What follows belongs to an exercise in optimizing a design on an open flow for small area, a short achievable clock period and few clock cycles per item; a production flow would make more cautious choices. No functional check of the RTL was part of any run shown here. Power figures rest on the tool's default switching activity, not on a simulated workload.

==> flow/design.v, too long to show whole: its modules and the start of the top module <==
// module mul_pp_tree: 688 lines
// module mac_tree: 132 lines
// module csa_fa: 4 lines
// module csa_ha: 4 lines
// module matrix_multiplier_v2: 137 lines
module matrix_multiplier_v2
# (
    parameter ADDR_WIDTH = 17,
    parameter DATA_WIDTH = 32
)
(
    input clk,
    input rst,
    input start,
    input [DATA_WIDTH - 1 : 0] x_data,
    input [DATA_WIDTH - 1 : 0] y_data,
    input [ADDR_WIDTH - 1 : 0] x_rows,
    input [ADDR_WIDTH - 1 : 0] y_cols,
    input [ADDR_WIDTH - 1 : 0] x_cols_y_rows,
    output reg [ADDR_WIDTH - 1 : 0] x_addr,
    output reg [ADDR_WIDTH - 1 : 0] y_addr,
    output reg [ADDR_WIDTH - 1 : 0] z_addr,
    output reg [DATA_WIDTH - 1 : 0] z_data,
    output reg z_wen,
    output reg busy
);
  // ...
==> flow/run.sh <==
#!/bin/bash
# synth_recipe.tcl (not shown) runs the flow's synth.tcl, then flattens the netlist and writes it again
# the make line also repeats each setting of config.mk as NAME=value (left out here)
make -C /OpenROAD-flow-scripts/flow DESIGN_CONFIG=/design/flow/config.mk WORK_HOME=/design/flow/orfs CLKGATE_MAP_FILE= SYNTH_SCRIPT=/design/flow/synth_recipe.tcl finish
==> flow/config.mk <==
export PLATFORM = sky130hd
export DESIGN_NAME = matrix_multiplier_v2
export DESIGN_NICKNAME = matrix_multiplier_v2
export VERILOG_FILES = /design/flow/design.v
export SDC_FILE = /design/flow/constraint.sdc
export NUM_CORES = 4
export LEC_CHECK = 0
export CAP_MARGIN = 20
export CORE_MARGIN = 2
export CORE_UTILIZATION = 40
export SETUP_SLACK_MARGIN = 5
export SLEW_MARGIN = 20
export SYNTH_HIERARCHICAL = 1
export SYNTH_MINIMUM_KEEP_SIZE = 0
==> flow/constraint.sdc <==
create_clock -name core_clock -period 8.5 [get_ports {clk}]
set_input_delay 1.7000 -clock core_clock [delete_from_list [all_inputs] [get_ports {clk}]]
set_output_delay 1.7000 -clock core_clock [all_outputs]
set_load 0.01 [all_outputs]
==> run_results.csv, run 1 <==
group,metric,value,unit
run_status,outcome,"finished clean",
timing,worst_pin_slew,1060,ps
timing,clock_skew,34.8,ps
setup_path,cpPeakStageDelay,610,ps
min_path,hold_path_depth,0,
clock_network,clkTransAtPathRegs,70,ps
pwr,swShare,43.2,%
synth,ys_async_sr_fraction,0,%
synth,synth_compound_area_share,14.5,%
min_path,min_to,"f3",
clock_network,ctsHoldBuffers,0,
pwr,p_switching,4.70,mW
clock_network,cts_root_buffer,"clkbuf_16",
finish,largest_register_ff_count,92,
pwr,p_per_area,351,nW/um2
route,vias_per_cell,5.70,
finish,seq_share,22.2,%
finish,num-nonclk-inverters,32,
finish,clock_buffer_count,48,
synth,ys_types,83,
finish,multiInputGateArea,17900,um2
setup_path,worstPathArrival,4210,ps
route,drt_pass1_iterations,7,
synth,synth_common_cells,"392 x xnor2_1, 336 x dfxtp_1, 257 x a22oi_1",
setup_path,crit_top_cell,"fa_1",
setup_path,cp_top_family,"adder cells",
route,wl_met2,36.7,mm
setup_path,worstSetupPathType,"flop to flop",
min_path,holdCritStartpoint,"f2",
==> module mac_tree, before the edit <==
module mac_tree
(
    input  [91:0] MID,
    input  [31:0] ACC,
    output [31:0] SUM
);
wire k1, k2;
csa_ha u_k1 (.a(MID[3]), .b(MID[4]), .s(k1), .co(k2));
wire k3, k4;
csa_ha u_k3 (.a(MID[6]), .b(MID[7]), .s(k3), .co(k4));
wire k5, k6;
csa_fa u_k5 (.a(MID[8]), .b(MID[9]), .c(MID[10]), .s(k5), .co(k6));
wire k7, k8;
csa_fa u_k7 (.a(MID[11]), .b(MID[12]), .c(MID[13]), .s(k7), .co(k8));
wire k9, k10;
csa_fa u_k9 (.a(MID[14]), .b(MID[15]), .c(MID[16]), .s(k9), .co(k10));
wire k11, k12;
csa_fa u_k11 (.a(MID[17]), .b(MID[18]), .c(MID[19]), .s(k11), .co(k12));
wire k13, k14;
csa_fa u_k13 (.a(MID[20]), .b(MID[21]), .c(MID[22]), .s(k13), .co(k14));
wire k15, k16;
csa_fa u_k15 (.a(MID[23]), .b(MID[24]), .c(MID[25]), .s(k15), .co(k16));
wire k17, k18;
csa_fa u_k17 (.a(MID[26]), .b(MID[27]), .c(MID[28]), .s(k17), .co(k18));
wire k19, k20;
csa_fa u_k19 (.a(MID[29]), .b(MID[30]), .c(MID[31]), .s(k19), .co(k20));
wire k21, k22;
csa_fa u_k21 (.a(MID[32]), .b(MID[33]), .c(MID[34]), .s(k21), .co(k22));
wire k23, k24;
csa_fa u_k23 (.a(MID[35]), .b(MID[36]), .c(MID[37]), .s(k23), .co(k24));
wire k25, k26;
csa_fa u_k25 (.a(MID[38]), .b(MID[39]), .c(MID[40]), .s(k25), .co(k26));
wire k27, k28;
csa_fa u_k27 (.a(MID[41]), .b(MID[42]), .c(MID[43]), .s(k27), .co(k28));
wire k29, k30;
csa_fa u_k29 (.a(MID[44]), .b(MID[45]), .c(MID[46]), .s(k29), .co(k30));
wire k31, k32;
csa_fa u_k31 (.a(MID[47]), .b(MID[48]), .c(MID[49]), .s(k31), .co(k32));
wire k33, k34;
csa_fa u_k33 (.a(MID[50]), .b(MID[51]), .c(MID[52]), .s(k33), .co(k34));
wire k35, k36;
csa_fa u_k35 (.a(MID[53]), .b(MID[54]), .c(MID[55]), .s(k35), .co(k36));
wire k37, k38;
csa_fa u_k37 (.a(MID[56]), .b(MID[57]), .c(MID[58]), .s(k37), .co(k38));
wire k39, k40;
csa_fa u_k39 (.a(MID[59]), .b(MID[60]), .c(MID[61]), .s(k39), .co(k40));
wire k41, k42;
csa_fa u_k41 (.a(MID[62]), .b(MID[63]), .c(MID[64]), .s(k41), .co(k42));
wire k43, k44;
csa_fa u_k43 (.a(MID[65]), .b(MID[66]), .c(MID[67]), .s(k43), .co(k44));
wire k45, k46;
csa_fa u_k45 (.a(MID[68]), .b(MID[69]), .c(MID[70]), .s(k45), .co(k46));
wire k47, k48;
csa_fa u_k47 (.a(MID[71]), .b(MID[72]), .c(MID[73]), .s(k47), .co(k48));
wire k49, k50;
csa_fa u_k49 (.a(MID[74]), .b(MID[75]), .c(MID[76]), .s(k49), .co(k50));
wire k51, k52;
csa_fa u_k51 (.a(MID[77]), .b(MID[78]), .c(MID[79]), .s(k51), .co(k52));
wire k53, k54;
csa_fa u_k53 (.a(MID[80]), .b(MID[81]), .c(MID[82]), .s(k53), .co(k54));
wire k55, k56;
csa_fa u_k55 (.a(MID[83]), .b(MID[84]), .c(MID[85]), .s(k55), .co(k56));
wire k57, k58;
csa_fa u_k57 (.a(MID[86]), .b(MID[87]), .c(MID[88]), .s(k57), .co(k58));
wire k59 = MID[89] ^ MID[90] ^ MID[91];
wire k60, k61;
csa_ha u_k60 (.a(MID[0]), .b(MID[1]), .s(k60), .co(k61));
wire k62, k63;
csa_ha u_k62 (.a(MID[2]), .b(ACC[1]), .s(k62), .co(k63));
wire k64, k65;
csa_fa u_k64 (.a(MID[5]), .b(ACC[2]), .c(k1), .s(k64), .co(k65));
wire k66, k67;
csa_fa u_k66 (.a(ACC[3]), .b(k3), .c(k2), .s(k66), .co(k67));
wire k68, k69;
csa_fa u_k68 (.a(ACC[4]), .b(k5), .c(k4), .s(k68), .co(k69));
wire k70, k71;
csa_fa u_k70 (.a(ACC[5]), .b(k7), .c(k6), .s(k70), .co(k71));
wire k72, k73;
csa_fa u_k72 (.a(ACC[6]), .b(k9), .c(k8), .s(k72), .co(k73));
wire k74, k75;
csa_fa u_k74 (.a(ACC[7]), .b(k11), .c(k10), .s(k74), .co(k75));
wire k76, k77;
csa_fa u_k76 (.a(ACC[8]), .b(k13), .c(k12), .s(k76), .co(k77));
wire k78, k79;
csa_fa u_k78 (.a(ACC[9]), .b(k15), .c(k14), .s(k78), .co(k79));
wire k80, k81;
csa_fa u_k80 (.a(ACC[10]), .b(k17), .c(k16), .s(k80), .co(k81));
wire k82, k83;
csa_fa u_k82 (.a(ACC[11]), .b(k19), .c(k18), .s(k82), .co(k83));
wire k84, k85;
csa_fa u_k84 (.a(ACC[12]), .b(k21), .c(k20), .s(k84), .co(k85));
wire k86, k87;
csa_fa u_k86 (.a(ACC[13]), .b(k23), .c(k22), .s(k86), .co(k87));
wire k88, k89;
csa_fa u_k88 (.a(ACC[14]), .b(k25), .c(k24), .s(k88), .co(k89));
wire k90, k91;
csa_fa u_k90 (.a(ACC[15]), .b(k27), .c(k26), .s(k90), .co(k91));
wire k92, k93;
csa_fa u_k92 (.a(ACC[16]), .b(k29), .c(k28), .s(k92), .co(k93));
wire k94, k95;
csa_fa u_k94 (.a(ACC[17]), .b(k31), .c(k30), .s(k94), .co(k95));
wire k96, k97;
csa_fa u_k96 (.a(ACC[18]), .b(k33), .c(k32), .s(k96), .co(k97));
wire k98, k99;
csa_fa u_k98 (.a(ACC[19]), .b(k35), .c(k34), .s(k98), .co(k99));
wire k100, k101;
csa_fa u_k100 (.a(ACC[20]), .b(k37), .c(k36), .s(k100), .co(k101));
wire k102, k103;
csa_fa u_k102 (.a(ACC[21]), .b(k39), .c(k38), .s(k102), .co(k103));
wire k104, k105;
csa_fa u_k104 (.a(ACC[22]), .b(k41), .c(k40), .s(k104), .co(k105));
wire k106, k107;
csa_fa u_k106 (.a(ACC[23]), .b(k43), .c(k42), .s(k106), .co(k107));
wire k108, k109;
csa_fa u_k108 (.a(ACC[24]), .b(k45), .c(k44), .s(k108), .co(k109));
wire k110, k111;
csa_fa u_k110 (.a(ACC[25]), .b(k47), .c(k46), .s(k110), .co(k111));
wire k112, k113;
csa_fa u_k112 (.a(ACC[26]), .b(k49), .c(k48), .s(k112), .co(k113));
wire k114, k115;
csa_fa u_k114 (.a(ACC[27]), .b(k51), .c(k50), .s(k114), .co(k115));
wire k116, k117;
csa_fa u_k116 (.a(ACC[28]), .b(k53), .c(k52), .s(k116), .co(k117));
wire k118, k119;
csa_fa u_k118 (.a(ACC[29]), .b(k55), .c(k54), .s(k118), .co(k119));
wire k120, k121;
csa_fa u_k120 (.a(ACC[30]), .b(k57), .c(k56), .s(k120), .co(k121));
wire k122 = ACC[31] ^ k59 ^ k58;
wire [31:0] ra = {k122, k120, k118, k116, k114, k112, k110, k108, k106, k104, k102, k100, k98, k96, k94, k92, k90, k88, k86, k84, k82, k80, k78, k76, k74, k72, k70, k68, k66, k64, k62, ACC[0]};
wire [31:0] rb = {k121, k119, k117, k115, k113, k111, k109, k107, k105, k103, k101, k99, k97, k95, k93, k91, k89, k87, k85, k83, k81, k79, k77, k75, k73, k71, k69, k67, k65, k63, k61, k60};
assign SUM = ra + rb;
endmodule
==> module matrix_multiplier_v2, before the edit <==
module matrix_multiplier_v2
# (
    parameter ADDR_WIDTH = 17,
    parameter DATA_WIDTH = 32
)
(
    input clk,
    input rst,
    input start,
    input [DATA_WIDTH - 1 : 0] x_data,
    input [DATA_WIDTH - 1 : 0] y_data,
    input [ADDR_WIDTH - 1 : 0] x_rows,
    input [ADDR_WIDTH - 1 : 0] y_cols,
    input [ADDR_WIDTH - 1 : 0] x_cols_y_rows,
    output reg [ADDR_WIDTH - 1 : 0] x_addr,
    output reg [ADDR_WIDTH - 1 : 0] y_addr,
    output reg [ADDR_WIDTH - 1 : 0] z_addr,
    output reg [DATA_WIDTH - 1 : 0] z_data,
    output reg z_wen,
    output reg busy
);
localparam AW = ADDR_WIDTH;
localparam DW = DATA_WIDTH;
localparam MW = 92;
localparam ND = 16;
reg          act;        
reg          kz;         
reg          fst;        
reg [AW-1:0] kcnt;       
reg [AW-1:0] col;        
reg [AW-1:0] row;        
reg [AW-1:0] rowbase;    
wire [AW-1:0] col_inc = col + 1'b1;
wire [AW-1:0] row_inc = row + 1'b1;
wire [AW-1:0] x_inc   = x_addr + 1'b1;
wire last_k = kz | (kcnt == 1);
wire last_c = (col_inc == y_cols);
wire last_r = (row_inc == x_rows);
always @(posedge clk) begin
    if (rst)
        act <= 1'b0;
    else if (start)
        act <= (x_rows != 0) && (y_cols != 0);
    else if (last_k && last_c && last_r)
        act <= 1'b0;
end
always @(posedge clk) begin
    if (start) begin
        kz      <= (x_cols_y_rows == 0);
        kcnt    <= x_cols_y_rows;
        col     <= {AW{1'b0}};
        row     <= {AW{1'b0}};
        rowbase <= {AW{1'b0}};
        x_addr  <= {AW{1'b0}};
        y_addr  <= {AW{1'b0}};
        fst     <= 1'b1;
    end else begin
        fst <= last_k;
        if (!last_k) begin
            kcnt   <= kcnt - 1'b1;
            x_addr <= x_inc;
            y_addr <= y_addr + y_cols;
        end else begin
            kcnt <= x_cols_y_rows;
            if (!last_c) begin
                col    <= col_inc;
                y_addr <= col_inc;
                x_addr <= rowbase;
            end else begin
                col     <= {AW{1'b0}};
                y_addr  <= {AW{1'b0}};
                row     <= row_inc;
                rowbase <= x_inc;
                x_addr  <= x_inc;
            end
        end
    end
end
reg v1, f1, l1;
reg v2, f2, l2;
reg [DW-1:0] a_r;
reg [ND-1:0] one_r, two_r, neg_r;    
reg v3, f3, l3;
reg [MW-1:0] mid_r;
wire [MW-1:0] mid;
wire [DW-1:0] sum;
mul_pp_tree mul_pp_tree
(
    .A(a_r),
    .ONE(one_r),
    .TWO(two_r),
    .NEG(neg_r),
    .MID(mid)
);
mac_tree mac_tree
(
    .MID(mid_r),
    .ACC(f3 ? {DW{1'b0}} : z_data),
    .SUM(sum)
);
always @(posedge clk) begin
    if (rst) begin
        v1 <= 1'b0; v2 <= 1'b0; v3 <= 1'b0;
        z_wen <= 1'b0;
        busy  <= 1'b0;
    end else begin
        v1 <= act;
        v2 <= v1;
        v3 <= v2;
        z_wen <= v3 & l3;
        busy  <= (start & (x_rows != 0) & (y_cols != 0)) | act | v1 | v2 | v3;
    end
end
wire [DW:0] yb = {y_data, 1'b0};
integer i;
always @(posedge clk) begin
    for (i = 0; i < ND; i = i + 1) begin
        one_r[i] <= yb[2*i+1] ^ yb[2*i];
        two_r[i] <= (yb[2*i+2] ^ yb[2*i+1]) & ~(yb[2*i+1] ^ yb[2*i]);
        neg_r[i] <= yb[2*i+2] & ~(yb[2*i+1] & yb[2*i]);
    end
end
always @(posedge clk) begin
    f1 <= fst;    l1 <= last_k;
    f2 <= f1;     l2 <= l1;
    f3 <= f2;     l3 <= l2;
    a_r <= kz ? {DW{1'b0}} : x_data;
    mid_r <= mid;
    z_data <= sum;
end
always @(posedge clk) begin
    if (start)
        z_addr <= {AW{1'b0}};
    else if (z_wen)
        z_addr <= z_addr + 1'b1;
end
endmodule
==> inputs of run 2 (changes only) <==
--- a/flow/design.v
+++ b/flow/design.v
@@ -1,16 +1,16 @@
 `timescale 1ns / 1ps
 module mul_pp_tree
 (
     input  [31:0] A,
     input  [15:0] ONE,
     input  [15:0] TWO,
     input  [15:0] NEG,
-    output [91:0] MID
+    output [118:0] MID
 );
 wire pp0_0 = (ONE[0] & A[0]) ^ NEG[0];
 wire pp0_1 = ((ONE[0] & A[1]) | (TWO[0] & A[0])) ^ NEG[0];
 wire pp0_2 = ((ONE[0] & A[2]) | (TWO[0] & A[1])) ^ NEG[0];
 wire pp0_3 = ((ONE[0] & A[3]) | (TWO[0] & A[2])) ^ NEG[0];
 wire pp0_4 = ((ONE[0] & A[4]) | (TWO[0] & A[3])) ^ NEG[0];
 wire pp0_5 = ((ONE[0] & A[5]) | (TWO[0] & A[4])) ^ NEG[0];
 wire pp0_6 = ((ONE[0] & A[6]) | (TWO[0] & A[5])) ^ NEG[0];
@@ -625,204 +625,270 @@
 wire m344, m345;
 csa_fa u_m344 (.a(m234), .b(m236), .c(m238), .s(m344), .co(m345));
 wire m346, m347;
 csa_fa u_m346 (.a(m245), .b(m247), .c(m249), .s(m346), .co(m347));
 wire m348, m349;
 csa_fa u_m348 (.a(m240), .b(m242), .c(m244), .s(m348), .co(m349));
 wire m350 = m251 ^ m252 ^ m253;
 wire m351 = m246 ^ m248 ^ m250;
-wire m352, m353;
-csa_ha u_m352 (.a(pp0_4), .b(pp1_2), .s(m352), .co(m353));
-wire m354, m355;
-csa_ha u_m354 (.a(pp0_5), .b(pp1_3), .s(m354), .co(m355));
-wire m356, m357;
-csa_fa u_m356 (.a(pp2_2), .b(pp3_0), .c(NEG[3]), .s(m356), .co(m357));
-wire m358, m359;
-csa_fa u_m358 (.a(pp2_3), .b(pp3_1), .c(m256), .s(m358), .co(m359));
-wire m360, m361;
-csa_fa u_m360 (.a(NEG[4]), .b(m258), .c(m260), .s(m360), .co(m361));
-wire m362, m363;
-csa_fa u_m362 (.a(m262), .b(m264), .c(m259), .s(m362), .co(m363));
-wire m364, m365;
-csa_fa u_m364 (.a(m266), .b(m268), .c(m263), .s(m364), .co(m365));
-wire m366, m367;
-csa_fa u_m366 (.a(m270), .b(m272), .c(m267), .s(m366), .co(m367));
-wire m368, m369;
-csa_fa u_m368 (.a(m274), .b(m276), .c(m271), .s(m368), .co(m369));
-wire m370, m371;
-csa_fa u_m370 (.a(m278), .b(m280), .c(m275), .s(m370), .co(m371));
-wire m372, m373;
-csa_fa u_m372 (.a(m282), .b(m284), .c(m279), .s(m372), .co(m373));
-wire m374, m375;
-csa_fa u_m374 (.a(m286), .b(m288), .c(m283), .s(m374), .co(m375));
-wire m376, m377;
-csa_fa u_m376 (.a(m290), .b(m292), .c(m287), .s(m376), .co(m377));
-wire m378, m379;
-csa_fa u_m378 (.a(m294), .b(m296), .c(m291), .s(m378), .co(m379));
-wire m380, m381;
-csa_fa u_m380 (.a(m298), .b(m300), .c(m295), .s(m380), .co(m381));
-wire m382, m383;
-csa_fa u_m382 (.a(m302), .b(m304), .c(m299), .s(m382), .co(m383));
-wire m384, m385;
-csa_fa u_m384 (.a(m306), .b(m308), .c(m303), .s(m384), .co(m385));
-wire m386, m387;
-csa_fa u_m386 (.a(m310), .b(m312), .c(m307), .s(m386), .co(m387));
-wire m388, m389;
-csa_fa u_m388 (.a(m314), .b(m316), .c(m311), .s(m388), .co(m389));
-wire m390, m391;
-csa_fa u_m390 (.a(m318), .b(m320), .c(m315), .s(m390), .co(m391));
-wire m392, m393;
-csa_fa u_m392 (.a(m322), .b(m324), .c(m319), .s(m392), .co(m393));
-wire m394, m395;
-csa_fa u_m394 (.a(m326), .b(m328), .c(m323), .s(m394), .co(m395));
-wire m396, m397;
-csa_fa u_m396 (.a(m330), .b(m332), .c(m327), .s(m396), .co(m397));
-wire m398, m399;
-csa_fa u_m398 (.a(m334), .b(m336), .c(m331), .s(m398), .co(m399));
-wire m400, m401;
-csa_fa u_m400 (.a(m338), .b(m340), .c(m335), .s(m400), .co(m401));
-wire m402, m403;
-csa_fa u_m402 (.a(m342), .b(m344), .c(m339), .s(m402), .co(m403));
-wire m404, m405;
-csa_fa u_m404 (.a(m346), .b(m348), .c(m343), .s(m404), .co(m405));
-wire m406 = m350 ^ m351 ^ m347;
-assign MID = {m405, m406, m349, m403, m404, m345, m401, m402, m341, m399, m400, m337, m397, m398, m333, m395, m396, m329, m393, m394, m325, m391, m392, m321, m389, m390, m317, m387, m388, m313, m385, m386, m309, m383, m384, m305, m381, m382, m301, m379, m380, m297, m377, m378, m293, m375, m376, m289, m373, m374, m285, m371, m372, m281, m369, m370, m277, m367, m368, m273, m365, m366, m269, m363, m364, m265, m361, m362, m261, m359, m360, m257, m357, m358, m255, m355, m356, m254, m353, m354, pp2_1, m352, NEG[2], pp2_0, pp1_1, pp0_3, NEG[1], pp1_0, pp0_2, pp0_1, NEG[0], pp0_0};
+assign MID = {m349, m347, m351, m350, m345, m343, m348, m346, m341, m339, m344, m342, m337, m335, m340, m338, m333, m331, m336, m334, m329, m327, m332, m330, m325, m323, m328, m326, m321, m319, m324, m322, m317, m315, m320, m318, m313, m311, m316, m314, m309, m307, m312, m310, m305, m303, m308, m306, m301, m299, m304, m302, m297, m295, m300, m298, m293, m291, m296, m294, m289, m287, m292, m290, m285, m283, m288, m286, m281, m279, m284, m282, m277, m275, m280, m278, m273, m271, m276, m274, m269, m267, m272, m270, m265, m263, m268, m266, m261, m259, m264, m262, m257, m260, m258, NEG[4], m255, m256, pp3_1, pp2_3, m254, NEG[3], pp3_0, pp2_2, pp2_1, pp1_3, pp0_5, NEG[2], pp2_0, pp1_2, pp0_4, pp1_1, pp0_3, NEG[1], pp1_0, pp0_2, pp0_1, NEG[0], pp0_0};
 endmodule
 module mac_tree
 (
-    input  [91:0] MID,
+    input  [118:0] MID,
     input  [31:0] ACC,
-    output [31:0] SUM
+    input  [31:0] ACC2,
+    output [31:0] S,
+    output [31:0] C
 );
 wire k1, k2;
 csa_ha u_k1 (.a(MID[3]), .b(MID[4]), .s(k1), .co(k2));
 wire k3, k4;
 csa_ha u_k3 (.a(MID[6]), .b(MID[7]), .s(k3), .co(k4));
 wire k5, k6;
 csa_fa u_k5 (.a(MID[8]), .b(MID[9]), .c(MID[10]), .s(k5), .co(k6));
 wire k7, k8;
-csa_fa u_k7 (.a(MID[11]), .b(MID[12]), .c(MID[13]), .s(k7), .co(k8));
+csa_ha u_k7 (.a(MID[11]), .b(ACC[4]), .s(k7), .co(k8));
 wire k9, k10;
-csa_fa u_k9 (.a(MID[14]), .b(MID[15]), .c(MID[16]), .s(k9), .co(k10));
+csa_fa u_k9 (.a(MID[12]), .b(MID[13]), .c(MID[14]), .s(k9), .co(k10));
 wire k11, k12;
-csa_fa u_k11 (.a(MID[17]), .b(MID[18]), .c(MID[19]), .s(k11), .co(k12));
+csa_ha u_k11 (.a(ACC[5]), .b(ACC2[5]), .s(k11), .co(k12));
 wire k13, k14;
-csa_fa u_k13 (.a(MID[20]), .b(MID[21]), .c(MID[22]), .s(k13), .co(k14));
+csa_fa u_k13 (.a(MID[15]), .b(MID[16]), .c(MID[17]), .s(k13), .co(k14));
 wire k15, k16;
-csa_fa u_k15 (.a(MID[23]), .b(MID[24]), .c(MID[25]), .s(k15), .co(k16));
+csa_fa u_k15 (.a(MID[18]), .b(ACC[6]), .c(ACC2[6]), .s(k15), .co(k16));
 wire k17, k18;
-csa_fa u_k17 (.a(MID[26]), .b(MID[27]), .c(MID[28]), .s(k17), .co(k18));
+csa_fa u_k17 (.a(MID[19]), .b(MID[20]), .c(MID[21]), .s(k17), .co(k18));
 wire k19, k20;
-csa_fa u_k19 (.a(MID[29]), .b(MID[30]), .c(MID[31]), .s(k19), .co(k20));
+csa_fa u_k19 (.a(MID[22]), .b(ACC[7]), .c(ACC2[7]), .s(k19), .co(k20));
 wire k21, k22;
-csa_fa u_k21 (.a(MID[32]), .b(MID[33]), .c(MID[34]), .s(k21), .co(k22));
+csa_fa u_k21 (.a(MID[23]), .b(MID[24]), .c(MID[25]), .s(k21), .co(k22));
 wire k23, k24;
-csa_fa u_k23 (.a(MID[35]), .b(MID[36]), .c(MID[37]), .s(k23), .co(k24));
+csa_fa u_k23 (.a(MID[26]), .b(ACC[8]), .c(ACC2[8]), .s(k23), .co(k24));
 wire k25, k26;
-csa_fa u_k25 (.a(MID[38]), .b(MID[39]), .c(MID[40]), .s(k25), .co(k26));
+csa_fa u_k25 (.a(MID[27]), .b(MID[28]), .c(MID[29]), .s(k25), .co(k26));
 wire k27, k28;
-csa_fa u_k27 (.a(MID[41]), .b(MID[42]), .c(MID[43]), .s(k27), .co(k28));
+csa_fa u_k27 (.a(MID[30]), .b(ACC[9]), .c(ACC2[9]), .s(k27), .co(k28));
 wire k29, k30;
-csa_fa u_k29 (.a(MID[44]), .b(MID[45]), .c(MID[46]), .s(k29), .co(k30));
+csa_fa u_k29 (.a(MID[31]), .b(MID[32]), .c(MID[33]), .s(k29), .co(k30));
 wire k31, k32;
-csa_fa u_k31 (.a(MID[47]), .b(MID[48]), .c(MID[49]), .s(k31), .co(k32));
+csa_fa u_k31 (.a(MID[34]), .b(ACC[10]), .c(ACC2[10]), .s(k31), .co(k32));
 wire k33, k34;
-csa_fa u_k33 (.a(MID[50]), .b(MID[51]), .c(MID[52]), .s(k33), .co(k34));
+csa_fa u_k33 (.a(MID[35]), .b(MID[36]), .c(MID[37]), .s(k33), .co(k34));
 wire k35, k36;
-csa_fa u_k35 (.a(MID[53]), .b(MID[54]), .c(MID[55]), .s(k35), .co(k36));
+csa_fa u_k35 (.a(MID[38]), .b(ACC[11]), .c(ACC2[11]), .s(k35), .co(k36));
 wire k37, k38;
-csa_fa u_k37 (.a(MID[56]), .b(MID[57]), .c(MID[58]), .s(k37), .co(k38));
+csa_fa u_k37 (.a(MID[39]), .b(MID[40]), .c(MID[41]), .s(k37), .co(k38));
 wire k39, k40;
-csa_fa u_k39 (.a(MID[59]), .b(MID[60]), .c(MID[61]), .s(k39), .co(k40));
+csa_fa u_k39 (.a(MID[42]), .b(ACC[12]), .c(ACC2[12]), .s(k39), .co(k40));
 wire k41, k42;
-csa_fa u_k41 (.a(MID[62]), .b(MID[63]), .c(MID[64]), .s(k41), .co(k42));
+csa_fa u_k41 (.a(MID[43]), .b(MID[44]), .c(MID[45]), .s(k41), .co(k42));
 wire k43, k44;
-csa_fa u_k43 (.a(MID[65]), .b(MID[66]), .c(MID[67]), .s(k43), .co(k44));
+csa_fa u_k43 (.a(MID[46]), .b(ACC[13]), .c(ACC2[13]), .s(k43), .co(k44));
 wire k45, k46;
-csa_fa u_k45 (.a(MID[68]), .b(MID[69]), .c(MID[70]), .s(k45), .co(k46));
+csa_fa u_k45 (.a(MID[47]), .b(MID[48]), .c(MID[49]), .s(k45), .co(k46));
 wire k47, k48;
-csa_fa u_k47 (.a(MID[71]), .b(MID[72]), .c(MID[73]), .s(k47), .co(k48));
+csa_fa u_k47 (.a(MID[50]), .b(ACC[14]), .c(ACC2[14]), .s(k47), .co(k48));
 wire k49, k50;
-csa_fa u_k49 (.a(MID[74]), .b(MID[75]), .c(MID[76]), .s(k49), .co(k50));
+csa_fa u_k49 (.a(MID[51]), .b(MID[52]), .c(MID[53]), .s(k49), .co(k50));
 wire k51, k52;
-csa_fa u_k51 (.a(MID[77]), .b(MID[78]), .c(MID[79]), .s(k51), .co(k52));
+csa_fa u_k51 (.a(MID[54]), .b(ACC[15]), .c(ACC2[15]), .s(k51), .co(k52));
 wire k53, k54;
-csa_fa u_k53 (.a(MID[80]), .b(MID[81]), .c(MID[82]), .s(k53), .co(k54));
+csa_fa u_k53 (.a(MID[55]), .b(MID[56]), .c(MID[57]), .s(k53), .co(k54));
 wire k55, k56;
-csa_fa u_k55 (.a(MID[83]), .b(MID[84]), .c(MID[85]), .s(k55), .co(k56));
+csa_fa u_k55 (.a(MID[58]), .b(ACC[16]), .c(ACC2[16]), .s(k55), .co(k56));
 wire k57, k58;
-csa_fa u_k57 (.a(MID[86]), .b(MID[87]), .c(MID[88]), .s(k57), .co(k58));
-wire k59 = MID[89] ^ MID[90] ^ MID[91];
-wire k60, k61;
-csa_ha u_k60 (.a(MID[0]), .b(MID[1]), .s(k60), .co(k61));
-wire k62, k63;
-csa_ha u_k62 (.a(MID[2]), .b(ACC[1]), .s(k62), .co(k63));
-wire k64, k65;
-csa_fa u_k64 (.a(MID[5]), .b(ACC[2]), .c(k1), .s(k64), .co(k65));
-wire k66, k67;
-csa_fa u_k66 (.a(ACC[3]), .b(k3), .c(k2), .s(k66), .co(k67));
-wire k68, k69;
-csa_fa u_k68 (.a(ACC[4]), .b(k5), .c(k4), .s(k68), .co(k69));
-wire k70, k71;
-csa_fa u_k70 (.a(ACC[5]), .b(k7), .c(k6), .s(k70), .co(k71));
-wire k72, k73;
-csa_fa u_k72 (.a(ACC[6]), .b(k9), .c(k8), .s(k72), .co(k73));
-wire k74, k75;
-csa_fa u_k74 (.a(ACC[7]), .b(k11), .c(k10), .s(k74), .co(k75));
-wire k76, k77;
-csa_fa u_k76 (.a(ACC[8]), .b(k13), .c(k12), .s(k76), .co(k77));
-wire k78, k79;
-csa_fa u_k78 (.a(ACC[9]), .b(k15), .c(k14), .s(k78), .co(k79));
-wire k80, k81;
-csa_fa u_k80 (.a(ACC[10]), .b(k17), .c(k16), .s(k80), .co(k81));
-wire k82, k83;
-csa_fa u_k82 (.a(ACC[11]), .b(k19), .c(k18), .s(k82), .co(k83));
-wire k84, k85;
-csa_fa u_k84 (.a(ACC[12]), .b(k21), .c(k20), .s(k84), .co(k85));
-wire k86, k87;
-csa_fa u_k86 (.a(ACC[13]), .b(k23), .c(k22), .s(k86), .co(k87));
-wire k88, k89;
-csa_fa u_k88 (.a(ACC[14]), .b(k25), .c(k24), .s(k88), .co(k89));
-wire k90, k91;
-csa_fa u_k90 (.a(ACC[15]), .b(k27), .c(k26), .s(k90), .co(k91));
-wire k92, k93;
-csa_fa u_k92 (.a(ACC[16]), .b(k29), .c(k28), .s(k92), .co(k93));
-wire k94, k95;
-csa_fa u_k94 (.a(ACC[17]), .b(k31), .c(k30), .s(k94), .co(k95));
-wire k96, k97;
-csa_fa u_k96 (.a(ACC[18]), .b(k33), .c(k32), .s(k96), .co(k97));
-wire k98, k99;
-csa_fa u_k98 (.a(ACC[19]), .b(k35), .c(k34), .s(k98), .co(k99));
-wire k100, k101;
-csa_fa u_k100 (.a(ACC[20]), .b(k37), .c(k36), .s(k100), .co(k101));
-wire k102, k103;
-csa_fa u_k102 (.a(ACC[21]), .b(k39), .c(k38), .s(k102), .co(k103));
-wire k104, k105;
-csa_fa u_k104 (.a(ACC[22]), .b(k41), .c(k40), .s(k104), .co(k105));
-wire k106, k107;
-csa_fa u_k106 (.a(ACC[23]), .b(k43), .c(k42), .s(k106), .co(k107));
-wire k108, k109;
-csa_fa u_k108 (.a(ACC[24]), .b(k45), .c(k44), .s(k108), .co(k109));
-wire k110, k111;
-csa_fa u_k110 (.a(ACC[25]), .b(k47), .c(k46), .s(k110), .co(k111));
-wire k112, k113;
-csa_fa u_k112 (.a(ACC[26]), .b(k49), .c(k48), .s(k112), .co(k113));
-wire k114, k115;
-csa_fa u_k114 (.a(ACC[27]), .b(k51), .c(k50), .s(k114), .co(k115));
-wire k116, k117;
-csa_fa u_k116 (.a(ACC[28]), .b(k53), .c(k52), .s(k116), .co(k117));
-wire k118, k119;
-csa_fa u_k118 (.a(ACC[29]), .b(k55), .c(k54), .s(k118), .co(k119));
-wire k120, k121;
-csa_fa u_k120 (.a(ACC[30]), .b(k57), .c(k56), .s(k120), .co(k121));
-wire k122 = ACC[31] ^ k59 ^ k58;
-wire [31:0] ra = {k122, k120, k118, k116, k114, k112, k110, k108, k106, k104, k102, k100, k98, k96, k94, k92, k90, k88, k86, k84, k82, k80, k78, k76, k74, k72, k70, k68, k66, k64, k62, ACC[0]};
-wire [31:0] rb = {k121, k119, k117, k115, k113, k111, k109, k107, k105, k103, k101, k99, k97, k95, k93, k91, k89, k87, k85, k83, k81, k79, k77, k75, k73, k71, k69, k67, k65, k63, k61, k60};
-assign SUM = ra + rb;
+csa_fa u_k57 (.a(MID[59]), .b(MID[60]), .c(MID[61]), .s(k57), .co(k58));
+wire k59, k60;
+csa_fa u_k59 (.a(MID[62]), .b(ACC[17]), .c(ACC2[17]), .s(k59), .co(k60));
+wire k61, k62;
+csa_fa u_k61 (.a(MID[63]), .b(MID[64]), .c(MID[65]), .s(k61), .co(k62));
+wire k63, k64;
+csa_fa u_k63 (.a(MID[66]), .b(ACC[18]), .c(ACC2[18]), .s(k63), .co(k64));
+wire k65, k66;
+csa_fa u_k65 (.a(MID[67]), .b(MID[68]), .c(MID[69]), .s(k65), .co(k66));
+wire k67, k68;
+csa_fa u_k67 (.a(MID[70]), .b(ACC[19]), .c(ACC2[19]), .s(k67), .co(k68));
+wire k69, k70;
+csa_fa u_k69 (.a(MID[71]), .b(MID[72]), .c(MID[73]), .s(k69), .co(k70));
+wire k71, k72;
+csa_fa u_k71 (.a(MID[74]), .b(ACC[20]), .c(ACC2[20]), .s(k71), .co(k72));
+wire k73, k74;
+csa_fa u_k73 (.a(MID[75]), .b(MID[76]), .c(MID[77]), .s(k73), .co(k74));
+wire k75, k76;
+csa_fa u_k75 (.a(MID[78]), .b(ACC[21]), .c(ACC2[21]), .s(k75), .co(k76));
+wire k77, k78;
+csa_fa u_k77 (.a(MID[79]), .b(MID[80]), .c(MID[81]), .s(k77), .co(k78));
+wire k79, k80;
+csa_fa u_k79 (.a(MID[82]), .b(ACC[22]), .c(ACC2[22]), .s(k79), .co(k80));
+wire k81, k82;
+csa_fa u_k81 (.a(MID[83]), .b(MID[84]), .c(MID[85]), .s(k81), .co(k82));
+wire k83, k84;
+csa_fa u_k83 (.a(MID[86]), .b(ACC[23]), .c(ACC2[23]), .s(k83), .co(k84));
+wire k85, k86;
+csa_fa u_k85 (.a(MID[87]), .b(MID[88]), .c(MID[89]), .s(k85), .co(k86));
+wire k87, k88;
+csa_fa u_k87 (.a(MID[90]), .b(ACC[24]), .c(ACC2[24]), .s(k87), .co(k88));
+wire k89, k90;
+csa_fa u_k89 (.a(MID[91]), .b(MID[92]), .c(MID[93]), .s(k89), .co(k90));
+wire k91, k92;
+csa_fa u_k91 (.a(MID[94]), .b(ACC[25]), .c(ACC2[25]), .s(k91), .co(k92));
+wire k93, k94;
+csa_fa u_k93 (.a(MID[95]), .b(MID[96]), .c(MID[97]), .s(k93), .co(k94));
+wire k95, k96;
+csa_fa u_k95 (.a(MID[98]), .b(ACC[26]), .c(ACC2[26]), .s(k95), .co(k96));
+wire k97, k98;
+csa_fa u_k97 (.a(MID[99]), .b(MID[100]), .c(MID[101]), .s(k97), .co(k98));
+wire k99, k100;
+csa_fa u_k99 (.a(MID[102]), .b(ACC[27]), .c(ACC2[27]), .s(k99), .co(k100));
+wire k101, k102;
+csa_fa u_k101 (.a(MID[103]), .b(MID[104]), .c(MID[105]), .s(k101), .co(k102));
+wire k103, k104;
+csa_fa u_k103 (.a(MID[106]), .b(ACC[28]), .c(ACC2[28]), .s(k103), .co(k104));
+wire k105, k106;
+csa_fa u_k105 (.a(MID[107]), .b(MID[108]), .c(MID[109]), .s(k105), .co(k106));
+wire k107, k108;
+csa_fa u_k107 (.a(MID[110]), .b(ACC[29]), .c(ACC2[29]), .s(k107), .co(k108));
+wire k109, k110;
+csa_fa u_k109 (.a(MID[111]), .b(MID[112]), .c(MID[113]), .s(k109), .co(k110));
+wire k111, k112;
+csa_fa u_k111 (.a(MID[114]), .b(ACC[30]), .c(ACC2[30]), .s(k111), .co(k112));
+wire k113 = MID[115] ^ MID[116] ^ MID[117];
+wire k114 = MID[118] ^ ACC[31] ^ ACC2[31];
+wire k115, k116;
+csa_ha u_k115 (.a(MID[0]), .b(MID[1]), .s(k115), .co(k116));
+wire k117, k118;
+csa_ha u_k117 (.a(MID[2]), .b(ACC[1]), .s(k117), .co(k118));
+wire k119, k120;
+csa_fa u_k119 (.a(MID[5]), .b(ACC[2]), .c(ACC2[2]), .s(k119), .co(k120));
+wire k121, k122;
+csa_fa u_k121 (.a(ACC[3]), .b(ACC2[3]), .c(k3), .s(k121), .co(k122));
+wire k123, k124;
+csa_fa u_k123 (.a(ACC2[4]), .b(k5), .c(k7), .s(k123), .co(k124));
+wire k125, k126;
+csa_fa u_k125 (.a(k9), .b(k11), .c(k6), .s(k125), .co(k126));
+wire k127, k128;
+csa_fa u_k127 (.a(k13), .b(k15), .c(k10), .s(k127), .co(k128));
+wire k129, k130;
+csa_fa u_k129 (.a(k17), .b(k19), .c(k14), .s(k129), .co(k130));
+wire k131, k132;
+csa_fa u_k131 (.a(k21), .b(k23), .c(k18), .s(k131), .co(k132));
+wire k133, k134;
+csa_fa u_k133 (.a(k25), .b(k27), .c(k22), .s(k133), .co(k134));
+wire k135, k136;
+csa_fa u_k135 (.a(k29), .b(k31), .c(k26), .s(k135), .co(k136));
+wire k137, k138;
+csa_fa u_k137 (.a(k33), .b(k35), .c(k30), .s(k137), .co(k138));
+wire k139, k140;
+csa_fa u_k139 (.a(k37), .b(k39), .c(k34), .s(k139), .co(k140));
+wire k141, k142;
+csa_fa u_k141 (.a(k41), .b(k43), .c(k38), .s(k141), .co(k142));
+wire k143, k144;
+csa_fa u_k143 (.a(k45), .b(k47), .c(k42), .s(k143), .co(k144));
+wire k145, k146;
+csa_fa u_k145 (.a(k49), .b(k51), .c(k46), .s(k145), .co(k146));
+wire k147, k148;
+csa_fa u_k147 (.a(k53), .b(k55), .c(k50), .s(k147), .co(k148));
+wire k149, k150;
+csa_fa u_k149 (.a(k57), .b(k59), .c(k54), .s(k149), .co(k150));
+wire k151, k152;
+csa_fa u_k151 (.a(k61), .b(k63), .c(k58), .s(k151), .co(k152));
+wire k153, k154;
+csa_fa u_k153 (.a(k65), .b(k67), .c(k62), .s(k153), .co(k154));
+wire k155, k156;
+csa_fa u_k155 (.a(k69), .b(k71), .c(k66), .s(k155), .co(k156));
+wire k157, k158;
+csa_fa u_k157 (.a(k73), .b(k75), .c(k70), .s(k157), .co(k158));
+wire k159, k160;
+csa_fa u_k159 (.a(k77), .b(k79), .c(k74), .s(k159), .co(k160));
+wire k161, k162;
+csa_fa u_k161 (.a(k81), .b(k83), .c(k78), .s(k161), .co(k162));
+wire k163, k164;
+csa_fa u_k163 (.a(k85), .b(k87), .c(k82), .s(k163), .co(k164));
+wire k165, k166;
+csa_fa u_k165 (.a(k89), .b(k91), .c(k86), .s(k165), .co(k166));
+wire k167, k168;
+csa_fa u_k167 (.a(k93), .b(k95), .c(k90), .s(k167), .co(k168));
+wire k169, k170;
+csa_fa u_k169 (.a(k97), .b(k99), .c(k94), .s(k169), .co(k170));
+wire k171, k172;
+csa_fa u_k171 (.a(k101), .b(k103), .c(k98), .s(k171), .co(k172));
+wire k173, k174;
+csa_fa u_k173 (.a(k105), .b(k107), .c(k102), .s(k173), .co(k174));
+wire k175, k176;
+csa_fa u_k175 (.a(k109), .b(k111), .c(k106), .s(k175), .co(k176));
+wire k177 = k113 ^ k114 ^ k110;
+wire k178, k179;
+csa_ha u_k178 (.a(ACC[0]), .b(ACC2[0]), .s(k178), .co(k179));
+wire k180, k181;
+csa_fa u_k180 (.a(ACC2[1]), .b(k117), .c(k116), .s(k180), .co(k181));
+wire k182, k183;
+csa_fa u_k182 (.a(k1), .b(k119), .c(k118), .s(k182), .co(k183));
+wire k184, k185;
+csa_fa u_k184 (.a(k2), .b(k121), .c(k120), .s(k184), .co(k185));
+wire k186, k187;
+csa_fa u_k186 (.a(k4), .b(k123), .c(k122), .s(k186), .co(k187));
+wire k188, k189;
+csa_fa u_k188 (.a(k8), .b(k125), .c(k124), .s(k188), .co(k189));
+wire k190, k191;
+csa_fa u_k190 (.a(k12), .b(k127), .c(k126), .s(k190), .co(k191));
+wire k192, k193;
+csa_fa u_k192 (.a(k16), .b(k129), .c(k128), .s(k192), .co(k193));
+wire k194, k195;
+csa_fa u_k194 (.a(k20), .b(k131), .c(k130), .s(k194), .co(k195));
+wire k196, k197;
+csa_fa u_k196 (.a(k24), .b(k133), .c(k132), .s(k196), .co(k197));
+wire k198, k199;
+csa_fa u_k198 (.a(k28), .b(k135), .c(k134), .s(k198), .co(k199));
+wire k200, k201;
+csa_fa u_k200 (.a(k32), .b(k137), .c(k136), .s(k200), .co(k201));
+wire k202, k203;
+csa_fa u_k202 (.a(k36), .b(k139), .c(k138), .s(k202), .co(k203));
+wire k204, k205;
+csa_fa u_k204 (.a(k40), .b(k141), .c(k140), .s(k204), .co(k205));
+wire k206, k207;
+csa_fa u_k206 (.a(k44), .b(k143), .c(k142), .s(k206), .co(k207));
+wire k208, k209;
+csa_fa u_k208 (.a(k48), .b(k145), .c(k144), .s(k208), .co(k209));
+wire k210, k211;
+csa_fa u_k210 (.a(k52), .b(k147), .c(k146), .s(k210), .co(k211));
+wire k212, k213;
+csa_fa u_k212 (.a(k56), .b(k149), .c(k148), .s(k212), .co(k213));
+wire k214, k215;
+csa_fa u_k214 (.a(k60), .b(k151), .c(k150), .s(k214), .co(k215));
+wire k216, k217;
+csa_fa u_k216 (.a(k64), .b(k153), .c(k152), .s(k216), .co(k217));
+wire k218, k219;
+csa_fa u_k218 (.a(k68), .b(k155), .c(k154), .s(k218), .co(k219));
+wire k220, k221;
+csa_fa u_k220 (.a(k72), .b(k157), .c(k156), .s(k220), .co(k221));
+wire k222, k223;
+csa_fa u_k222 (.a(k76), .b(k159), .c(k158), .s(k222), .co(k223));
+wire k224, k225;
+csa_fa u_k224 (.a(k80), .b(k161), .c(k160), .s(k224), .co(k225));
+wire k226, k227;
+csa_fa u_k226 (.a(k84), .b(k163), .c(k162), .s(k226), .co(k227));
+wire k228, k229;
+csa_fa u_k228 (.a(k88), .b(k165), .c(k164), .s(k228), .co(k229));
+wire k230, k231;
+csa_fa u_k230 (.a(k92), .b(k167), .c(k166), .s(k230), .co(k231));
+wire k232, k233;
+csa_fa u_k232 (.a(k96), .b(k169), .c(k168), .s(k232), .co(k233));
+wire k234, k235;
+csa_fa u_k234 (.a(k100), .b(k171), .c(k170), .s(k234), .co(k235));
+wire k236, k237;
+csa_fa u_k236 (.a(k104), .b(k173), .c(k172), .s(k236), .co(k237));
+wire k238, k239;
+csa_fa u_k238 (.a(k108), .b(k175), .c(k174), .s(k238), .co(k239));
+wire k240 = k112 ^ k177 ^ k176;
+wire [31:0] ra = {k240, k238, k236, k234, k232, k230, k228, k226, k224, k222, k220, k218, k216, k214, k212, k210, k208, k206, k204, k202, k200, k198, k196, k194, k192, k190, k188, k186, k184, k182, k180, k115};
+wire [31:0] rb = {k239, k237, k235, k233, k231, k229, k227, k225, k223, k221, k219, k217, k215, k213, k211, k209, k207, k205, k203, k201, k199, k197, k195, k193, k191, k189, k187, k185, k183, k181, k179, k178};
+assign S = ra;
+assign C = rb;
 endmodule
 module csa_fa (input a, input b, input c, output s, output co);
 assign s = a ^ b ^ c;
 assign co = (a & b) | (a & c) | (b & c);
 endmodule
 module csa_ha (input a, input b, output s, output co);
 assign s = a ^ b;
 assign co = a & b;
@@ -846,122 +912,142 @@
     output reg [ADDR_WIDTH - 1 : 0] y_addr,
     output reg [ADDR_WIDTH - 1 : 0] z_addr,
     output reg [DATA_WIDTH - 1 : 0] z_data,
     output reg z_wen,
     output reg busy
 );
 localparam AW = ADDR_WIDTH;
 localparam DW = DATA_WIDTH;
-localparam MW = 92;
+localparam MW = 119;
 localparam ND = 16;
 reg          act;        
 reg          kz;         
+reg          k1, c1;     
 reg          fst;        
+reg          lk, lc, lr; 
 reg [AW-1:0] kcnt;       
+reg [AW-1:0] ccnt;       
+reg [AW-1:0] rcnt;       
 reg [AW-1:0] col;        
-reg [AW-1:0] row;        
 reg [AW-1:0] rowbase;    
 wire [AW-1:0] col_inc = col + 1'b1;
-wire [AW-1:0] row_inc = row + 1'b1;
 wire [AW-1:0] x_inc   = x_addr + 1'b1;
-wire last_k = kz | (kcnt == 1);
-wire last_c = (col_inc == y_cols);
-wire last_r = (row_inc == x_rows);
 always @(posedge clk) begin
     if (rst)
         act <= 1'b0;
     else if (start)
         act <= (x_rows != 0) && (y_cols != 0);
-    else if (last_k && last_c && last_r)
+    else if (lk && lc && lr)
         act <= 1'b0;
 end
 always @(posedge clk) begin
     if (start) begin
         kz      <= (x_cols_y_rows == 0);
+        k1      <= (x_cols_y_rows == 1);
+        c1      <= (y_cols == 1);
+        lk      <= (x_cols_y_rows == 0) || (x_cols_y_rows == 1);
+        lc      <= (y_cols == 1);
+        lr      <= (x_rows == 1);
         kcnt    <= x_cols_y_rows;
+        ccnt    <= y_cols;
+        rcnt    <= x_rows;
         col     <= {AW{1'b0}};
-        row     <= {AW{1'b0}};
         rowbase <= {AW{1'b0}};
         x_addr  <= {AW{1'b0}};
         y_addr  <= {AW{1'b0}};
         fst     <= 1'b1;
     end else begin
-        fst <= last_k;
-        if (!last_k) begin
+        fst <= lk;
+        if (!lk) begin
             kcnt   <= kcnt - 1'b1;
+            lk     <= (kcnt == 2);
             x_addr <= x_inc;
             y_addr <= y_addr + y_cols;
         end else begin
             kcnt <= x_cols_y_rows;
-            if (!last_c) begin
+            lk   <= kz | k1;
+            if (!lc) begin
+                ccnt   <= ccnt - 1'b1;
+                lc     <= (ccnt == 2);
                 col    <= col_inc;
                 y_addr <= col_inc;
                 x_addr <= rowbase;
             end else begin
+                ccnt    <= y_cols;
+                lc      <= c1;
                 col     <= {AW{1'b0}};
                 y_addr  <= {AW{1'b0}};
-                row     <= row_inc;
+                rcnt    <= rcnt - 1'b1;
+                lr      <= (rcnt == 2);
                 rowbase <= x_inc;
                 x_addr  <= x_inc;
             end
         end
     end
 end
-reg v1, f1, l1;
-reg v2, f2, l2;
+reg v1, f1, l1;                      
+reg v2, f2, l2;                      
 reg [DW-1:0] a_r;
 reg [ND-1:0] one_r, two_r, neg_r;    
-reg v3, f3, l3;
+reg v3, f3, l3;                      
 reg [MW-1:0] mid_r;
+reg v4, l4;                          
+reg [DW-1:0] acc_s, acc_c;
 wire [MW-1:0] mid;
-wire [DW-1:0] sum;
+wire [DW-1:0] nxt_s, nxt_c;
 mul_pp_tree mul_pp_tree
 (
     .A(a_r),
     .ONE(one_r),
     .TWO(two_r),
     .NEG(neg_r),
     .MID(mid)
 );
 mac_tree mac_tree
 (
     .MID(mid_r),
-    .ACC(f3 ? {DW{1'b0}} : z_data),
-    .SUM(sum)
+    .ACC(f3 ? {DW{1'b0}} : acc_s),
+    .ACC2(f3 ? {DW{1'b0}} : acc_c),
+    .S(nxt_s),
+    .C(nxt_c)
 );
 always @(posedge clk) begin
     if (rst) begin
-        v1 <= 1'b0; v2 <= 1'b0; v3 <= 1'b0;
+        v1 <= 1'b0; v2 <= 1'b0; v3 <= 1'b0; v4 <= 1'b0;
         z_wen <= 1'b0;
         busy  <= 1'b0;
     end else begin
         v1 <= act;
         v2 <= v1;
         v3 <= v2;
-        z_wen <= v3 & l3;
-        busy  <= (start & (x_rows != 0) & (y_cols != 0)) | act | v1 | v2 | v3;
+        v4 <= v3;
+        z_wen <= v4 & l4;
+        busy  <= (start & (x_rows != 0) & (y_cols != 0)) | act | v1 | v2 | v3 | v4;
     end
 end
 wire [DW:0] yb = {y_data, 1'b0};
 integer i;
 always @(posedge clk) begin
     for (i = 0; i < ND; i = i + 1) begin
         one_r[i] <= yb[2*i+1] ^ yb[2*i];
         two_r[i] <= (yb[2*i+2] ^ yb[2*i+1]) & ~(yb[2*i+1] ^ yb[2*i]);
         neg_r[i] <= yb[2*i+2] & ~(yb[2*i+1] & yb[2*i]);
     end
 end
 always @(posedge clk) begin
-    f1 <= fst;    l1 <= last_k;
+    f1 <= fst;    l1 <= lk;
     f2 <= f1;     l2 <= l1;
     f3 <= f2;     l3 <= l2;
+    l4 <= l3;
     a_r <= kz ? {DW{1'b0}} : x_data;
     mid_r <= mid;
-    z_data <= sum;
+    acc_s <= nxt_s;
+    acc_c <= nxt_c;
+    z_data <= acc_s + acc_c;
 end
 always @(posedge clk) begin
     if (start)
         z_addr <= {AW{1'b0}};
     else if (z_wen)
         z_addr <= z_addr + 1'b1;
 end
 endmodule
==> run 2 against run 1 <==
Clock-buffer cell count rose by 23. Still clean. Setup slack better by 300 ps. Worst hold slack got worse by 9.2 ps. Sequential power up 42%. Non-clock buffer count fell by 80. Critical path depth is 11 lower.
==> run_results.csv, run 2 <==
group,metric,value,unit
timing,setup_tns,0,ps
setup_path,path_cells,"clkdlybuf4s50_1",
floorplanning,core_area,70400,um2
clock_network,clk_latency,620,ps
setup_path,cp-start-kind,"flop",
pwr,combPwrFrac,47.9,%
synth,ys_top_cells_by_area,"dfxtp_1 29%, fa_1 18%, xnor2_1 11%, a22oi_1 6.6%, buf_4 4.9%",
route,wire_per_inst,20.2,um
setup_path,worstPathArrival,1740,ps
timing,clock_skew,35.8,ps
global_routing,met3_usage,4.32,%
pwr,cellLeakagePower,11.7,nW
floorplanning,start_util,40.5,%
timing,period_share,40.5,%
setup_path,cp-startpoint,"x_addr[0]",
pwr,sequentialPowerShare,30.7,%
clock_network,cts_sinks,452,
synth,yosysSeqAreaShare,33.1,%
clock_network,ctsHoldBuffers,0,
synth,synth_top_area_share,29.0,%
finish,layout_commonest_cell,"dfxtp_1",
synth,synth_edf_count,39,
timing,worst_pin_slew,964,ps
setup_path,cpPeakStageDelay,630,ps
setup_path,r2r_start,"two_r[0]",
synth,mappedNetlistArea,28500,um2
pwr,p_per_area,330,nW/um2
setup_path,worstSetupPathType,"flop to primary output",
route,drtIter0Drc,1445,
synth,ys.warnings.count,7,
floorplanning,dieHeight,271,um
finish,final_nets,3135,
timing,hold_viol,0,
timing,slew_viol_final,0,
floorplanning,die_x,271,um
pwr,clkPwrFrac,21.4,%
synth,ys_async_sr_fraction,0,%
finish,area_delta_synth_final,10.9,%
clock_network,cts_max_level,2,
setup_path,cp_slowest_cell,"clkdlybuf4s50_1",
setup_path,cp_num_buf_inv,1,
run,max_cap_viol_count,0,
pwr,ir_drop,0.153,mV
clock_network,cts_root_buffer,"clkbuf_16",
clock_network,cts.path.max_buffers,3,
pwr,p_switching,3.92,mW
min_path,holdCritStartpoint,"fst",
placement,gp_congestion,0.901,
global_routing,grt_pass1_vias,20400,
pwr,power.internal,6.52,mW
route,drt_wl_total,73.5,mm
finish,largest_register_ff_count,119,
route,drc_errors,0,
min_path,min_path_type,"flop to flop",
global_routing,use_met1,26.4,%
floorplanning,fp.dieArea,73500,um2
global_routing,grt_usage,19.9,%
clock_network,numCtsBuffers,50,
route,ant_nets,0,
timing,grt_setup_unrepaired,"yes",
setup_path,cp_top_family,"buffers and inverters",
global_routing,grtUsageMet2,32.4,%
synth,yosys_register_bits,452,
synth,synth_area_leader_cell,"dfxtp_1",
finish,fillers,6556,
timing,slew_headroom,35.6,%
global_routing,globalRoute.totalOverflow,0,
pwr,swShare,37.5,%
route,vias_per_cell,5.38,
finish,layout-drive-gt1-share,6.19,%
placement,place_hpwl,53.4,mm
timing,period_minus_slack,3440,ps
floorplanning,io-pin-count,203,
global_routing,antenna_found_initial,8,
finish,post-route-util,45.0,%
clock_network,clkTransAtPathRegs,60,ps
setup_path,cp-end-kind,"primary output",
global_routing,grt_max_degree,67,
global_routing,grt-busiest-layer,"met2",
synth,synth_common_cells,"413 x dfxtp_1, 369 x xnor2_1, 257 x fa_1",
global_routing,grt_pass1_wl,116,mm
placement,io_buffers,202,
route,drt_pass1_iterations,6,
finish,top_register,"mid_r",
synth,synthFlopType,"dfxtp_1",
synth,synth_nets,3214,
route,num_vias,19600,
setup_path,crit_required,6800,ps
synth,ys_types,71,
finish,final_cell_mix,"399 x dfxtp_1, 369 x xnor2_1, 256 x fa_1",
timing,setup_viol,0,
timing,max_freq,291,MHz
synth,synth_most_common_cell,"dfxtp_1",
setup_path,worstPathMaxFanout,7,
synth,synth.avg_cell_area,10.4,um2
synth,netlist_instances,2736,
clock_network,cts_tree,"built",
run_status,outcome,"finished clean",
floorplanning,row_count,97,
run 2: final timing paths:
check	to	slack, ps	depth (start not counted)
worst max-delay path	x_addr[0]	5060	1
worst min-delay path	f1	330	0
worst max register to register	mid_r[107]	5150	7
worst min register to register	f1	330	0
run 2: kinds of logic (layout without fill, tap and decap cells):
family | after synthesis | after routing | synth area share [%]
multiplexers | 6 | 6 | 0.210
AO/OA/AOI/OAI | 534 | 534 | 13.0
AND/OR/NAND/NOR | 544 | 544 | 9.44
flip-flops | 452 | 452 | 33.1
adder cells (fa/ha/maj) | 360 | 360 | 22.5
XOR/XNOR | 442 | 442 | 13.8
other | 0 | 3 | 0
buffers and inverters | 398 | 359 | 7.91
run 2: layout make-up:
cell class	instances	area [um2]	share of cell area (%)
antenna	3	7.51	0.0237
timing repair buffer	244	2330	7.36
clock buffer	71	1440	4.55
multi-input combinational	1886	16900	53.3
clock inverter	21	285	0.901
inverter	23	88.8	0.281
tap	940	1180	3.71
sequential	452	9460	29.9
run 2: power groups by stage:
stage	Sequential [mW]	Clock [mW]	Combinational [mW]
final	3.20	2.24	5.00
after global routing	3.27	2.39	5.75
after CTS	3.21	2.30	5.10
after detailed placement	3.24	0	5.08
after global placement	3.24	0	4.92
after floorplan	3.15	0	5.41
run 2: per-stage QoR:
step / instances / power (mW) / setup WS (ps) / hold WS, ps / cell area, um2
after floorplan: 2736 / 8.56 / 5000 / 310 / 28500
after detailed placement: 3543 / 8.32 / 4160 / 314 / 29900
after global placement: 3543 / 8.16 / 4210 / 311 / 29900
after CTS: 3636 / 10.6 / 5000 / 327 / 31600
after global routing: 3640 / 11.4 / 4980 / 336 / 31700
final: 3640 / 10.4 / 5060 / 326 / 31700
run 2: repair_timing:
item,CTS,global route
setup buffers,1,1
gates cloned,0,0
gates resized for setup,2,17
endpoints found under the setup margin,10,16
pin swaps,3,2
hold endpoints to repair,0,0
run 2: layer usage:
| layer | share of wire, % | wire length, um |
|---|---|---|
| met5 | 0.090 | 66 |
| met4 | 2.9 | 2110 |
| met3 | 7.4 | 5430 |
| met2 | 47 | 34200 |
| met1 | 43 | 31700 |
run 2: modules after synthesis, one instance, submodules excluded:
module | cell area [um2] | copies in the design
matrix_multiplier_v2 | 16400 | 1
mul_pp_tree | 6110 | 1
mac_tree | 563 | 1
csa_fa | 20.0 | 255
csa_ha | 12.5 | 32
==> inputs of run 3 (changes only) <==
==> flow/flow/run.sh (new file) <==
#!/bin/bash
# The standard layout, with the ports buffered by a plain buffer
# instead of the delay cell buffer_ports picks by default.
set -euo pipefail
bash standard.sh "BUFFER_PORTS_ARGS=-buffer_cell sky130_fd_sc_hd__buf_2" finish > standard.log 2>&1
==> flow/standard.sh (new file) <==
#!/bin/bash
# synth_recipe.tcl (not shown) runs the flow's synth.tcl, then flattens the netlist and writes it again
# the make line also repeats each setting of config.mk as NAME=value (left out here)
make -C /OpenROAD-flow-scripts/flow DESIGN_CONFIG=/design/flow/config.mk WORK_HOME=/design/flow/orfs CLKGATE_MAP_FILE= SYNTH_SCRIPT=/design/flow/synth_recipe.tcl "${@:-finish}"
removed: flow/run.sh
==> run 3 against run 2 <==
Sequential power is essentially flat. Design area shrank 3.3%. Largest cell class unchanged. Largest power group unchanged. Still clean. Flip-flop and latch count is the same.
==> run_results.csv, run 3 <==
group,metric,value,unit
global_routing,grt_max_degree,99,
clock_network,numCtsBuffers,49,
timing,setup_tns,0,ps
timing,hold_viol,0,
finish,layout-drive-gt1-share,13.5,%
clock_network,cts_max_level,2,
floorplanning,core_area,70400,um2
synth,yosysSeqAreaShare,33.1,%
timing,setup_viol,0,
synth,synth_mux_area_share,0.210,%
global_routing,grt_pass1_vias,20300,
clock_network,cts.path.max_buffers,3,
synth,synth_top_area_share,29.0,%
synth,mappedNetlistArea,28500,um2
finish,largest_register_ff_count,119,
synth,synth_common_cells,"413 x dfxtp_1, 369 x xnor2_1, 257 x fa_1",
synth,yosys.area_share.simple,9.44,%
setup_path,worstSetupPathType,"flop to flop",
finish,fin_area,30600,um2
global_routing,antenna_found_initial,6,
synth,ys_async_sr_fraction,0,%
setup_path,cp-end-kind,"flop",
synth,yosys_register_bits,452,
synth,netlist_instances,2736,
synth,synth.avg_cell_area,10.4,um2
placement,place_area,28800,um2
finish,layout_commonest_cell,"dfxtp_1",
floorplanning,dieHeight,271,um
pwr,p_switching,3.91,mW
setup_path,cp-start-kind,"flop",
clock_network,clk_latency,620,ps
pwr,p_total,10.3,mW
floorplanning,fp.dieArea,73500,um2
pwr,clkPwrFrac,22.0,%
pwr,power.internal,6.38,mW
finish,top_register,"mid_r",
floorplanning,die_x,271,um
clock_network,clkTransAtPathRegs,60,ps
floorplanning,row_count,97,
finish,final_cell_mix,"396 x dfxtp_1, 369 x xnor2_1, 257 x fa_1",
global_routing,grt_usage,19.7,%
clock_network,cts_root_buffer,"clkbuf_16",
global_routing,grt_pass1_wl,115,mm
route,drc_errors,0,
pwr,ir_drop,0.165,mV
timing,period_share,40.5,%
clock_network,cts_sinks,452,
placement,place_hpwl,52.5,mm
route,drtIter0Drc,1391,
timing,max_freq,291,MHz
run_status,outcome,"finished clean",
synth,synth_nets,3214,
floorplanning,start_util,40.5,%
timing,slew_headroom,28.0,%
route,wire_per_inst,20.0,um
timing,clock_skew,28.6,ps
run,max_cap_viol_count,0,
setup_path,crit_required,8980,ps
synth,synthFlopType,"dfxtp_1",
pwr,combPwrFrac,46.8,%
route,drt_pass1_iterations,6,
clock_network,cts_tree,"built",
synth,synth_area_leader_cell,"dfxtp_1",
pwr,p_per_area,336,nW/um2
route,drt_wl_total,72.6,mm
timing,period_minus_slack,3440,ps
synth,synth_most_common_cell,"dfxtp_1",
placement,io_buffers,202,
placement,gp_congestion,0.896,
pwr,cellLeakagePower,11.8,nW
route,vias_per_cell,5.34,
placement,place_ws,4080,ps
pwr,sequentialPowerShare,31.1,%
synth,synth_compound_area_share,13.0,%
synth,synth_top_family_by_area,"adder cells",
setup_path,worstPathMaxFanout,15,
timing,slew_viol_final,0,
setup_path,worstPathArrival,3920,ps
synth,synthXorXnorAreaFrac,13.8,%
timing,worst_pin_slew,1080,ps
synth,synth_fa_ha_area_share,22.5,%
synth,ys_types,71,
route,ant_nets,0,
finish,final_nets,3127,
clock_network,cts_setup_buffers,0,
timing,fin_ws,5060,ps
global_routing,globalRoute.totalOverflow,0,
synth,ys_top_cells_by_area,"dfxtp_1 29%, fa_1 18%, xnor2_1 11%, a22oi_1 6.6%, buf_4 4.9%",
finish,area_delta_synth_final,7.27,%
timing,grt_setup_unrepaired,"no",
synth,synth_edf_count,39,
floorplanning,io-pin-count,203,
min_path,min_path_type,"flop to flop",
finish,post-route-util,43.5,%
route,num_vias,19400,
synth,ys.warnings.count,7,
pwr,swShare,38.0,%
-- run 3: cell families after synthesis --
group                      count (synthesis)
adders and majority gates                360
DFF                                      452
AOI/OAI and AO/OA                        534
xor gates and xnor gates                 442
muxes                                      6
buffers and inverters                    398
and+or+nand+nor                          544
-- run 3: power groups by stage --
stage	combinational (mW)	sequential [mW]	clock, mW
after floorplan	5.41	3.15	0
after global placement	4.77	3.25	0
after detailed placement	4.91	3.25	0
after CTS	4.93	3.21	2.32
after global routing	5.54	3.27	2.41
final	4.82	3.21	2.27
-- run 3: Yosys stat by module (local to each module, per instance) --
module                flops+latches  area, um2  times used  cells
csa_fa                            0       20.0         255      1
csa_ha                            0       12.5          32      1
matrix_multiplier_v2            452      16400           1   1559
mul_pp_tree                       0       6110           1    819
mac_tree                          0        563           1     71
-- run 3: per-layer routing --
layer	GRT usage, %	part of all wire (%)	vias to the layer above
li1	-	-	8993
met1	26.0	44	9572
met2	32.6	47	698
met3	3.58	6.6	141
met4	6.61	2.7	2
met5	0	0.011	-
-- run 3: cell type report --
cell class	instances	area [um2]
flip-flops and latches	452	9460
multi-input cells	1886	16800
fillers	6744	39800
diodes	6	15.0
inverters	23	88.8
well taps	940	1180
clock inverters	25	353
clock buffers	66	1390
repair buffers	237	1280
-- run 3: worst paths after layout --
path         startpoint         end  slack, ps  depth (start not counted)
max reg2reg    two_r[8]  mid_r[111]       5060                          6
min reg2reg          f1          f2        330                          0
max            two_r[8]  mid_r[111]       5060                          6
min                  f1          f2        330                          0
-- run 3: per-stage QoR --
stage	instances	hold slack [ps]
2_1_floorplan	2736	310
3_3_place_gp	3538	311
3_5_place_dp	3538	312
6_report	3635	326
4_1_cts	3629	326
5_1_grt	3634	336
-- run 3: timing repair --
action,in CTS,in global routing
hold buffers,0,0
gates cloned,0,0
gates resized for setup,3,12
setup endpoints to repair,39,7
-- run 3: worst max-delay path, stage by stage (launching register included) --
cell and delay, ps:
dfxtp_1 900, a22oi_1 180, xnor2_1 240, fa_1 460
fa_1 530, fa_1 600, fa_1 420

what the ideal ports hide:
In the flow no input, the clock included, has a driving cell. The finished layouts below were timed again as built, in two steps.
Step 1: set_driving_cell puts a clkbuf_16 on clk and a buf_2 on each other input, an assumption about the parent block.
Step 2 times the ports against the registers' clock, not the clock port: input delays grow and output delays shrink by t, the midpoint of the rising clock arrivals with the driver on.
Slacks: no drivers / after step 1 / after step 2; pairs: no drivers / after step 1.
| run | shift t [ns] | setup slack, ns | clock arrival spread, ns | slew at the worst register clock pin (ns) | worst slew at a driven data input, ns |
|---|---|---|---|---|---|
| run 1 | 0.631 | 4.758 / 4.758 / 4.480 | 0.035 / 0.035 | 0.07 / 0.07 | 0.14 |
| run 2 | 0.669 | 5.059 / 4.996 / 4.433 | 0.037 / 0.037 | 0.07 / 0.07 | 0.14 |
| run 3 | 0.670 | 5.058 / 5.058 / 4.631 | 0.034 / 0.034 | 0.07 / 0.07 | 0.11 |
After both steps setup and hold are still met in every run listed. For run 2, which loses most, drivers alone change the setup slack by -0.063 ns; drivers and shift together by -0.626 ns.
